This design comes from an exercise in tuning for small area on the open sky130 flow, not from production work.
In this exercise RTL edits were held to simulation tests only and were not proved equivalent to the original.
No activity file was given, so power comes from the tool's default toggle rates.

==> flow/design.v (outline; a module is shown in full before it is edited, if it fits) <==
// module ysyx_23060336_IFU: 99 lines
// module ysyx_23060336_IDU: 968 lines
// module ysyx_23060336_RCA: 18 lines
// module ysyx_23060336_INC: 17 lines
// module ysyx_23060336_AddSub: 41 lines
// module ysyx_23060336_SHIFT: 2127 lines
// module ysyx_23060336_ALU: 54 lines
// module ysyx_23060336_ARBITER: 83 lines
// module ysyx_23060336_XBAR: 65 lines
// module ysyx_23060336_CLINT: 32 lines
// module ysyx_23060336_EXU: 101 lines
// module ysyx_23060336_LSU: 112 lines
// module ysyx_23060336_WBU: 32 lines
// module ysyx_23060336_REG: 37 lines
// module ysyx_23060336_CSR: 48 lines
// module ysyx_23060336_ICACHE: 100 lines
// module ysyx_23060336: 589 lines
module ysyx_23060336(
  input         clock,
                reset,
                io_interrupt,
                io_master_awready,
  output        io_master_awvalid,
  output [31:0] io_master_awaddr,
  output [3:0]  io_master_awid,
  output [7:0]  io_master_awlen,
  output [2:0]  io_master_awsize,
  output [1:0]  io_master_awburst,
  input         io_master_wready,
  output        io_master_wvalid,
  output [31:0] io_master_wdata,
  output [3:0]  io_master_wstrb,
  output        io_master_wlast,
                io_master_bready,
  input         io_master_bvalid,
  input  [1:0]  io_master_bresp,
  input  [3:0]  io_master_bid,
  input         io_master_arready,
  output        io_master_arvalid,
  output [31:0] io_master_araddr,
  output [3:0]  io_master_arid,
  output [7:0]  io_master_arlen,
  output [2:0]  io_master_arsize,
  output [1:0]  io_master_arburst,
  output        io_master_rready,
  input         io_master_rvalid,
  input  [1:0]  io_master_rresp,
  input  [31:0] io_master_rdata,
  input         io_master_rlast,
  input  [3:0]  io_master_rid,
  output        io_slave_awready,
  input         io_slave_awvalid,
  input  [31:0] io_slave_awaddr,
  input  [3:0]  io_slave_awid,
  input  [7:0]  io_slave_awlen,
  input  [2:0]  io_slave_awsize,
  input  [1:0]  io_slave_awburst,
  output        io_slave_wready,
  input         io_slave_wvalid,
  input  [31:0] io_slave_wdata,
  input  [3:0]  io_slave_wstrb,
  input         io_slave_wlast,
                io_slave_bready,
  output        io_slave_bvalid,
  output [1:0]  io_slave_bresp,
  output [3:0]  io_slave_bid,
  output        io_slave_arready,
  input         io_slave_arvalid,
  input  [31:0] io_slave_araddr,
  input  [3:0]  io_slave_arid,
  input  [7:0]  io_slave_arlen,
  input  [2:0]  io_slave_arsize,
  input  [1:0]  io_slave_arburst,
  input         io_slave_rready,
  output        io_slave_rvalid,
  output [1:0]  io_slave_rresp,
  output [31:0] io_slave_rdata,
  output [3:0]  io_slave_rid,
  output        io_slave_rlast
);
  // ...
==> flow/flow/run.sh <==
#!/bin/bash
# Standard ORFS layout, except: synthesis maps the logic with an area-oriented
# abc script (flow/abc_area.script, via flow/mysynth.tcl), and CTS uses
# clkbuf_8 clock buffers, small clusters and no dummy loads.  Each step's
# output goes to a log file in this folder.
set -euo pipefail
W=$(pwd)
export MY_ABC_SCRIPT=$W/flow/abc_area.script
CTS="-sink_clustering_enable -repair_clock_nets -dont_use_dummy_load -buf_list sky130_fd_sc_hd__clkbuf_8 -root_buf sky130_fd_sc_hd__clkbuf_16 -sink_clustering_size 15 -sink_clustering_max_diameter 50"
M=(make -C "$FLOW_HOME" DESIGN_CONFIG=$W/config.mk WORK_HOME=$W/orfs CLKGATE_MAP_FILE= SYNTH_SCRIPT=$W/flow/mysynth.tcl)
"${M[@]}" synth > $W/synth.log 2>&1
CTS_ARGS="$CTS" "${M[@]}" CTS_ARGS="$CTS" finish > $W/layout.log 2>&1
R=$W/orfs/results/$FLOW_PLATFORM/ysyx_23060336/base
: # left out here: write the final layout as DEF
==> flow/flow/abc_area.script <==
strash
&get -n
&fraig -x
&put
scorr
dc2
dc2
strash
&get -n
&dch -f
&nf -R 1000 -p -F 8 -a -A 4
&put
==> flow/flow/mysynth.tcl <==
proc synth {args} { yosys synth -nofsm -noshare {*}$args }
# technology mapping with an area-oriented abc script and no delay target
proc abc {args} {
  set out {}
  set i 0
  while {$i < [llength $args]} {
    set a [lindex $args $i]
    if {$a eq "-script"} {
      lappend out -script $::env(MY_ABC_SCRIPT)
      incr i 2
    } elseif {$a eq "-D" || $a eq "-constr"} {
      incr i 2
    } else {
      lappend out $a
      incr i
    }
  }
  yosys abc {*}$out
}
source $::env(SCRIPTS_DIR)/synth.tcl
# left out here: clear keep_hierarchy, flatten, clean up, hide names made inside functions, write 1_2_yosys.v
==> flow/standard.sh <==
#!/bin/bash
# synth_recipe.tcl (not shown) runs the flow's synth.tcl, then flattens the netlist and writes it again
# the make line also repeats each setting of config.mk as NAME=value (left out here)
make -C /OpenROAD-flow-scripts/flow DESIGN_CONFIG=/design/flow/config.mk WORK_HOME=/design/flow/orfs CLKGATE_MAP_FILE= SYNTH_SCRIPT=/design/flow/synth_recipe.tcl "${@:-finish}"
==> flow/config.mk <==
export PLATFORM = sky130hd
export DESIGN_NAME = ysyx_23060336
export DESIGN_NICKNAME = ysyx_23060336
export VERILOG_FILES = /design/flow/design.v
export SDC_FILE = /design/flow/constraint.sdc
export NUM_CORES = 4
export LEC_CHECK = 0
export CAP_MARGIN = 5
export CORE_MARGIN = 2
export CORE_UTILIZATION = 40
export PLACE_DENSITY = 0.6
export SLEW_MARGIN = 5
==> flow/constraint.sdc <==
create_clock -name core_clock -period 25.0 [get_ports {clock}]
set_input_delay 5.0000 -clock core_clock [delete_from_list [all_inputs] [get_ports {clock}]]
set_output_delay 5.0000 -clock core_clock [all_outputs]
set_load 0.01 [all_outputs]
==> flow_metrics.env, run 1 <==
export IMPL_cp_slowest_stage_delay_ns=0.54
export IMPL_grt_max_degree=148
export IMPL_r2r_end="reg_0.shadow[13]$_DFFE_PP_"
export IMPL_placed_area_sq_um=98200
export IMPL_synth_adder_area_share_pct=4.05
export IMPL_num_rows=172
export IMPL_inverters_excl_clock=179
export IMPL_status="finished clean"
export IMPL_drv_cap=0
export IMPL_holdCritPathClass="flop to flop"
export IMPL_cp_required_ns=20.00
export IMPL_dominant_cell_class="sequential cells"
export IMPL_p_total_mw=7.46
export IMPL_die_height_um=475
export IMPL_synth_cell_types=62
export IMPL_yosys_area_top_type="edfxtp_1"
export IMPL_fin_setup_tns_ns=0
export IMPL_cts_setup_buffers=3
export IMPL_synth_xor_area_share_pct=0.939
export IMPL_multi_input_area_sq_um=28800
export IMPL_synthTopCellsByCount="edfxtp_1 (1795), nand2_1 (615), nor2_1 (497)"
export IMPL_synth_area_sq_um=88600
export IMPL_final_cell_mix="edfxtp_1 (1795), nand2_1 (611), buf_4 (444), a21oi_1 (442), nor2_1 (433)"
export IMPL_num_nonclk_buffers=630
export IMPL_busiest_layer="met2"
export IMPL_irDropWorstVdd_uv=69.8
export IMPL_nWellTaps=2958
export IMPL_post_route_util_pct=46.0
export IMPL_path_buf_inv=11
export IMPL_route_met3_wl_um=35500
export IMPL_clock_sinks=2082
export IMPL_grt_usage_pct=28.8
export IMPL_holdPathEnd="exu_pc[30]$_DFFE_PP_"
export IMPL_setup_worst_path_start="exu_inst[11]$_DFFE_PP_"
export IMPL_largest_register_ffs=496
export IMPL_synth_top_family_by_area="compound AO/OA/AOI/OAI gates"
export IMPL_start_kind="flop"
==> inputs of run 2 (changes only) <==
--- a/flow/config.mk
+++ b/flow/config.mk
@@ -8,5 +8,5 @@
 export CAP_MARGIN = 5
 export CORE_MARGIN = 2
 export CORE_UTILIZATION = 40
-export PLACE_DENSITY = 0.6
+export PLACE_DENSITY = 0.7
 export SLEW_MARGIN = 5
==> run 2 against run 1 <==
  * Largest power group unchanged
  * Combinational power is 3% lower
  * Maximum frequency barely moved
  * Global-route usage down 1.0 points
  * Critical endpoint is now io_master_arvalid
  * Utilization fell by 0.34 points
  * Via count rose by 1.2%
  * Clock-buffer cell count is 8 lower
  * Cell count is 0.73% lower
  * Sequential cell count stayed put
  * Clock skew is 0.085 ns higher
==> flow_metrics.env, run 2 <==
export IMPL_wire_per_inst_um=31.4
export IMPL_crit_path_end_kind="output pin"
export IMPL_setup_viol=0
export IMPL_slew_violations=0
export IMPL_fin_setup_tns_ns=0
export IMPL_htree_levels=4
export IMPL_drv_cap=0
export IMPL_syn_inst=6502
export IMPL_cts_buffers=188
export IMPL_cp_required_ns=20.00
export IMPL_ff2ff_path_depth=90
export IMPL_r2r_start="exu_inst[6]$_DFFE_PP_"
export IMPL_cts_buffer_depth=3
export IMPL_whs_path_depth=0
export IMPL_antenna_found_initial=27
export IMPL_ant_nets=0
export IMPL_synth_mux_area_fraction_pct=1.97
export IMPL_synth_main_ff_cell="edfxtp_1"
export IMPL_nets=7684
export IMPL_p_seq_share_pct=56.8
export IMPL_post_route_util_pct=45.6
export IMPL_status="finished clean"
export IMPL_cts_tree="built"
export IMPL_fin_crit_ns=24.31
export IMPL_dp_hpwl_um=213000
export IMPL_r2r_end="reg_0.shadow[27]$_DFFE_PP_"
export IMPL_num_rows=172
export IMPL_start_kind="flop"
export IMPL_numPortBuffers=148
export IMPL_switching_share_pct=29.9
export IMPL_synth_area_per_cell_sq_um=13.6
export IMPL_yosys_area_top_type="edfxtp_1"
export IMPL_worst_path_most_repeated_cell="fa_2"
export IMPL_layout_cells_most_common="edfxtp_1"
export IMPL_clock_sinks=2082
export IMPL_dieArea_sq_um=225000
export IMPL_post_route_period_util_pct=97.2
export IMPL_drc=0
export IMPL_grt_pass1_vias=61900
export IMPL_path_buf_inv=9
export IMPL_crit_slowest_cell="nor3_1"
export IMPL_fmax_mhz=41.1
export IMPL_initialDrtViolationCount=11600
export IMPL_synth_area_sq_um=88600
export IMPL_synth_most_common_cell="edfxtp_1"
export IMPL_synth_simple_area_share_pct=8.78
export IMPL_fin_skew_ns=0.179
export IMPL_yosysSeqAreaShare_pct=67.3
export IMPL_tightestPinTransition_ns=1.37
export IMPL_gp_routability_congestion=1.02
export IMPL_synth_adder_area_share_pct=4.05
export IMPL_vias=65900
export IMPL_path_clk_slew_ns=0.10
export IMPL_synth_edff_count=1795
export IMPL_ys_top_cells_by_area="edfxtp_1 (61%), dfxtp_1 (6.5%), a222oi_1 (3.2%)"
export IMPL_holdPathEnd="exu_src1[1]$_DFFE_PP_"
export IMPL_rsz0062_at_grt="false"
export IMPL_async_flop_share_pct=0
export IMPL_gr_total_overflow=0
export IMPL_die_w_um=475
export IMPL_p_clk_share_pct=23.6
export IMPL_drtPass1Iterations=12
export IMPL_clk_latency_ns=0.87
export IMPL_hold_buffers=0
export IMPL_ctsRootBufferMaster="clkbuf_16"
export IMPL_yosys_area_top_type_share_pct=60.8
export IMPL_synth_seq_cells=2082
export IMPL_critical_path_top_delay_family="adder cells"
export IMPL_cp_arrival_ns=19.31
export IMPL_p_per_area_nw_per_um2=73.3
export IMPL_largest_register_ffs=496
export IMPL_p_switching_mw=2.20
export IMPL_synth_top_family_by_area="compound AO/OA/AOI/OAI gates"
export IMPL_synthTopCellsByCount="edfxtp_1 (1795), nand2_1 (615), nor2_1 (497)"
export IMPL_routed_wirelength_um=321000
export IMPL_synth_cell_types=62
export IMPL_grt_usage_pct=27.7
export IMPL_final_cell_mix="edfxtp_1 (1795), nand2_1 (612), a21oi_1 (443), nor2_1 (432), buf_4 (382)"
export IMPL_grt_max_degree=176
export IMPL_irDropWorstVdd_uv=48.3
export IMPL_die_height_um=475
export IMPL_cp_max_fo=8
export IMPL_p_leak_nw=33.1
export IMPL_power_internal_mw=5.16
export IMPL_hold_viol_final=0
export IMPL_synthToLayoutAreaGrowth_pct=13.3
export IMPL_comb_power_share_pct=19.6
export IMPL_initial_utilization_pct=40.3
export IMPL_holdCritPathClass="flop to flop"
export IMPL_synth_compound_gate_area_share_pct=15.4
export IMPL_slew_headroom_pct=7.44
export IMPL_io_pins=383
export IMPL_grt_pass1_wl_um=451000
export IMPL_avgViaCountPerCell=6.45
export IMPL_synth_xor_area_share_pct=0.939
export IMPL_top_register="icache.datas"
export IMPL_rrSetupSlack_ns=1.25
export IMPL_hp_start="reg_0.shadow[1]$_DFFE_PP_"
export IMPL_coreArea_sq_um=220000
export IMPL_drive_gt1_share_pct=10.4
export IMPL_yosysWarnings=12
export IMPL_critPathKind="flop to output pin"
export IMPL_cp_slowest_stage_delay_ns=0.83
## run 2: cell counts after synthesis
Identical to the previous run, type by type.
## run 2: cell type report
cell class | instances | area (sq um)
Inverter | 179 | 672
Fill cell | 19500 | 120000
Timing Repair Buffer | 562 | 5000
Antenna cell | 14 | 35.0
Multi-Input combinational cell | 4227 | 28700
Tap cell | 2958 | 3700
Sequential cell | 2082 | 59600
Clock buffer | 188 | 2600
## run 2: worst max-delay path by stage
stage,from,to,slack (ns),depth (start not counted)
2_1_floorplan,exu_inst[2]$_DFFE_PP_,reg_0.shadow[15]$_DFFE_PP_,0.09,83
3_3_place_gp,exu_inst[8]$_DFFE_PP_,io_master_arvalid,0.09,67
3_5_place_dp,exu_inst[9]$_DFFE_PP_,io_master_arvalid,0.11,67
4_1_cts,exu_inst[25]$_DFFE_PP_,io_master_rready,0.05,68
5_1_grt,exu_inst[25]$_DFFE_PP_,io_master_arvalid,0.02,69
6_report,exu_inst[6]$_DFFE_PP_,io_master_arvalid,0.69,68
## run 2: logic make-up after synthesis
logic type | Yosys count
AO/OA/AOI/OAI | 1929
other | 2
buffers and inverters | 270
flip-flops | 2082
AND/OR/NAND/NOR | 1710
adder cells (fa/ha/maj) | 251
multiplexers | 163
XOR/XNOR | 95
## run 2: power groups by stage
stage	clock, mW	sequential, mW	combinational [mW]
finish	1.74	4.18	1.44
global route	1.87	4.19	1.52
CTS	1.75	4.17	1.40
detailed placement	0	4.25	1.39
global placement	0	4.24	1.37
floorplan	0	4.15	0.778
## run 2: stage by stage
stage	instance area, sq um	hold slack [ns]	setup slack (ns)	std cells	power, mW
6_report	100000	0.378	0.692	10200	7.36
2_1_floorplan	89100	0.400	0.0937	6579	4.93
3_5_place_dp	97600	0.405	0.112	10000	5.65
5_1_grt	100000	0.396	0.0172	10200	7.57
4_1_cts	100000	0.396	0.0465	10200	7.32
3_3_place_gp	97600	0.404	0.0858	10000	5.61
## run 2: metal layers
| metal | wire (um) | track usage [%] | vias to the layer above |
|---|---|---|---|
| met5 | 115 | 0 | - |
| met4 | 16000 | 12.1 | 16 |
| met3 | 44300 | 6.74 | 805 |
| met2 | 140000 | 41.8 | 5102 |
| met1 | 120000 | 38.1 | 32600 |
| li1 | - | - | 27400 |
## run 2: what timing repair did
action                                  CTS  global route
gates resized for setup                  21            19
pin swaps                                 4             6
buffers inserted                          2             2
endpoints found under the setup margin    2            66
==> inputs of run 3 (changes only) <==
==> flow/flow/abc_area.script (replaced) <==
strash
&get -n
&fraig -x
&put
scorr
dc2
dc2
strash
&get -n
&dch -f
&nf -R 1000 -p -F 8 -a -A 4 -C 32
&put
--- a/flow/config.mk
+++ b/flow/config.mk
@@ -8,5 +8,5 @@
 export CAP_MARGIN = 5
 export CORE_MARGIN = 2
 export CORE_UTILIZATION = 40
-export PLACE_DENSITY = 0.7
+export PLACE_DENSITY = 0.8
 export SLEW_MARGIN = 5
==> run 3 against run 2 <==
  * Register-to-register slack worse by 0.21 ns
  * Final area down 0.66%
  * Die area down 0.29%
  * Via count decreased by 0.52%
  * Power is 2.7% higher
  * Sequential share of layout area increased by 0.40 points
  * Clock-buffer cell count is 10 lower
  * Clock power shrank 3%
  * Wire length shrank 0.97%
  * Largest cell class unchanged
  * Highest routed layer unchanged
==> flow_metrics.env, run 3 <==
export IMPL_synth_simple_area_share_pct=8.33
export IMPL_synth_edff_count=1795
export IMPL_synth_compound_gate_area_share_pct=15.0
export IMPL_clock_sinks=2082
export IMPL_tightestPinTransition_ns=1.31
export IMPL_rrSetupSlack_ns=1.04
export IMPL_fin_setup_tns_ns=0
export IMPL_vias=65600
export IMPL_synth_area_sq_um=88300
export IMPL_cp_max_fo=12
export IMPL_hold_viol_final=0
export IMPL_slew_headroom_pct=11.9
export IMPL_async_flop_share_pct=0
export IMPL_yosys_area_top_type_share_pct=61.0
export IMPL_post_route_period_util_pct=97.3
export IMPL_routed_wirelength_um=318000
export IMPL_synth_main_ff_cell="edfxtp_1"
export IMPL_layout_cells_most_common="edfxtp_1"
export IMPL_placed_cells=9772
export IMPL_placed_area_sq_um=97000
export IMPL_htree_levels=4
export IMPL_initialDrtViolationCount=12300
export IMPL_ys_top_cells_by_area="edfxtp_1 (61%), dfxtp_1 (6.5%), a222oi_1 (3.6%)"
export IMPL_status="finished clean"
export IMPL_p_clk_share_pct=22.2
export IMPL_synthTopCellsByCount="edfxtp_1 (1795), nand2_1 (575), nor2_1 (508)"
export IMPL_syn_inst=6374
export IMPL_clk_latency_ns=0.85
export IMPL_fin_cells=9978
export IMPL_synth_seq_cells=2082
export IMPL_largest_register_ffs=496
export IMPL_whs_ns=0.347
export IMPL_ctsRootBufferMaster="clkbuf_16"
export IMPL_path_clk_slew_ns=0.09
export IMPL_setup_viol=0
export IMPL_whs_path_depth=0
export IMPL_fill_cells=18800
export IMPL_critPathKind="flop to output pin"
export IMPL_power_internal_mw=5.21
export IMPL_ff2ff_path_depth=90
export IMPL_yosysWarnings=12
export IMPL_synth_mux_area_fraction_pct=2.44
export IMPL_cp_slowest_stage_delay_ns=0.50
export IMPL_gp_routability_congestion=1.03
export IMPL_fin_crit_ns=24.33
export IMPL_worst_path_most_repeated_cell="fa_2"
export IMPL_crit_path_end_kind="output pin"
export IMPL_avgViaCountPerCell=6.57
export IMPL_initial_utilization_pct=40.2
export IMPL_top_register="icache.datas"
export IMPL_wire_per_inst_um=31.9
export IMPL_gr_total_overflow=0
export IMPL_synth_area_per_cell_sq_um=13.9
export IMPL_cts_buffer_depth=3
export IMPL_drtPass1Iterations=10
export IMPL_coreArea_sq_um=220000
export IMPL_dp_hpwl_um=209000
export IMPL_finalWorstSetupSlack_ns=0.669
export IMPL_drc=0
export IMPL_p_switching_mw=2.34
export IMPL_yosys_area_top_type="edfxtp_1"
export IMPL_ant_nets=0
export IMPL_yosysSeqAreaShare_pct=67.5
export IMPL_drive_gt1_share_pct=10.4
export IMPL_die_height_um=474
export IMPL_slew_violations=0
export IMPL_grt_pass1_wl_um=448000
export IMPL_die_w_um=474
export IMPL_start_kind="flop"
export IMPL_irDropWorstVdd_uv=65.4
export IMPL_crit_slowest_cell="edfxtp_1"
export IMPL_p_leak_nw=32.4
export IMPL_fmax_mhz=41.1
export IMPL_synth_cell_types=62
export IMPL_p_per_area_nw_per_um2=75.8
export IMPL_cp_arrival_ns=19.33
export IMPL_synthToLayoutAreaGrowth_pct=12.9
export IMPL_holdCritPathClass="flop to flop"
export IMPL_synth_xor_area_share_pct=1.08
export IMPL_antenna_found_initial=22
export IMPL_num_rows=172
export IMPL_final_cell_mix="edfxtp_1 (1795), nand2_1 (573), nor2_1 (449), buf_4 (388), a21oi_1 (362)"
export IMPL_drv_cap=0
export IMPL_dieArea_sq_um=225000
export IMPL_cp_required_ns=20.00
export IMPL_numPortBuffers=148
export IMPL_cts_tree="built"
export IMPL_comb_power_share_pct=21.5
export IMPL_switching_share_pct=31.0
export IMPL_grt_max_degree=153
export IMPL_fin_skew_ns=0.146
export IMPL_synth_adder_area_share_pct=4.07
export IMPL_fin_area_sq_um=99700
export IMPL_hold_buffers=0
export IMPL_dp_worst_setup_slack_ns=0.372
export IMPL_cts_buffers=178
export IMPL_synth_top_family_by_area="compound AO/OA/AOI/OAI gates"
export IMPL_grt_usage_pct=27.5
export IMPL_nets=7541
export IMPL_synth_most_common_cell="edfxtp_1"
export IMPL_io_pins=383
export IMPL_p_seq_share_pct=56.3
export IMPL_grt_pass1_vias=62200
## run 3: cell count changes after synthesis, sizes merged, moves of 18 or more
cell	change
nand2	-40
xor2	-18
mux2	+21
nor3	-19
a222oi	+35
a21o	-20
a22o	-40
a21oi	-90
a22oi	+21
xnor2	+32
o21ai	-54
## run 3: critical path, delay by kind of cell (launching register included)
| kind | cells | cell delay, ns |
|---|---|---|
| fa+ha+maj | 30 | 11.69 |
| flops | 1 | 0.50 |
| simple gates | 11 | 1.87 |
| xor+xnor | 1 | 0.19 |
| compound gates | 17 | 2.58 |
| buf+inv | 10 | 1.37 |
| mux | 2 | 0.27 |
## run 3: logic make-up after synthesis
| kind of cell | Yosys count |
|---|---|
| AO/OA/AOI/OAI | 1827 |
| XOR/XNOR | 109 |
| adder cells (fa/ha/maj) | 251 |
| buffers and inverters | 268 |
| flip-flops | 2082 |
| multiplexers | 201 |
| other | 2 |
| AND/OR/NAND/NOR | 1634 |
## run 3: worst paths after layout
| path | start | endpoint |
|---|---|---|
| min reg2reg | idu_pc[28]$_DFFE_PP_ | exu_pc[28]$_DFFE_PP_ |
| max reg2reg | exu_v$_DFFE_PP_ | reg_0.shadow[26]$_DFFE_PP_ |
| max | exu_v$_DFFE_PP_ | io_master_arvalid |
| min | idu_pc[28]$_DFFE_PP_ | exu_pc[28]$_DFFE_PP_ |
## run 3: stage by stage
stage | power [mW] | utilization (%)
2_1_floorplan | 5.08 | -
3_3_place_gp | 5.83 | 44.2
3_5_place_dp | 5.88 | 44.2
4_1_cts | 7.50 | 45.4
5_1_grt | 7.78 | 45.4
6_report | 7.56 | 45.4
## run 3: per-layer routing
metal  vias up  GRT usage (%)  share of wire (%)
met5         -              0              0.014
met4         6           14.8                6.4
met3       995           7.19                 14
met2      5444           41.4                 44
met1     32100           36.5                 36
li1      27000              -                  -
## run 3: cell type report
type | count | area (sq um) | share of cell area, %
well taps | 2871 | 3590 | 3.60
clock buffers | 178 | 2460 | 2.47
flip-flops and latches | 2082 | 59600 | 59.8
inverters | 177 | 664 | 0.666
diodes | 12 | 30.0 | 0.0301
repair buffers | 557 | 4820 | 4.84
multi-input cells | 4101 | 28500 | 28.6
## run 3: timing repair
item / 4_1_cts / 5_1_grt
gates cloned: 0 / 0
gates resized for setup: 11 / 16
setup endpoints to repair: 2 / 9
pin swaps: 3 / 6
endpoints found under the hold margin: 0 / 0
buffers inserted: 9 / 7
## run 3: power groups by stage
stage / clock network [mW] / logic, mW / registers (mW)
2_1_floorplan: 0 / 0.869 / 4.21
4_1_cts: 1.68 / 1.57 / 4.24
3_3_place_gp: 0 / 1.53 / 4.31
3_5_place_dp: 0 / 1.56 / 4.32
6_report: 1.68 / 1.63 / 4.25
5_1_grt: 1.80 / 1.71 / 4.27

## separate check: timing with driven ports
No port has a modelled driver above. Below, the same layouts with a new extraction and two added sets of constraints. Step 1: set_driving_cell puts a clkbuf_16 on clock and a buf_2 on each other input, an assumption about the parent block. Step 2, shift: input delay + t, output delay - t, t = (earliest + latest rising clock arrival at the registers) / 2. This alone moves slack from input paths to output paths. Three values: no drivers, after step 1, after step 2; two values: the first two.
| run | t, ns | setup slack, ns | worst setup path after step 2 |
|---|---|---|---|
| run 1 | 0.893 | 0.695 / 0.610 / 0.948 | register to register |
| run 2 | 0.867 | 0.692 / 0.607 / 1.252 | register to register |
| run 3 | 0.862 | 0.669 / 0.588 / 1.035 | register to register |
After both steps every run listed still meets setup and hold.
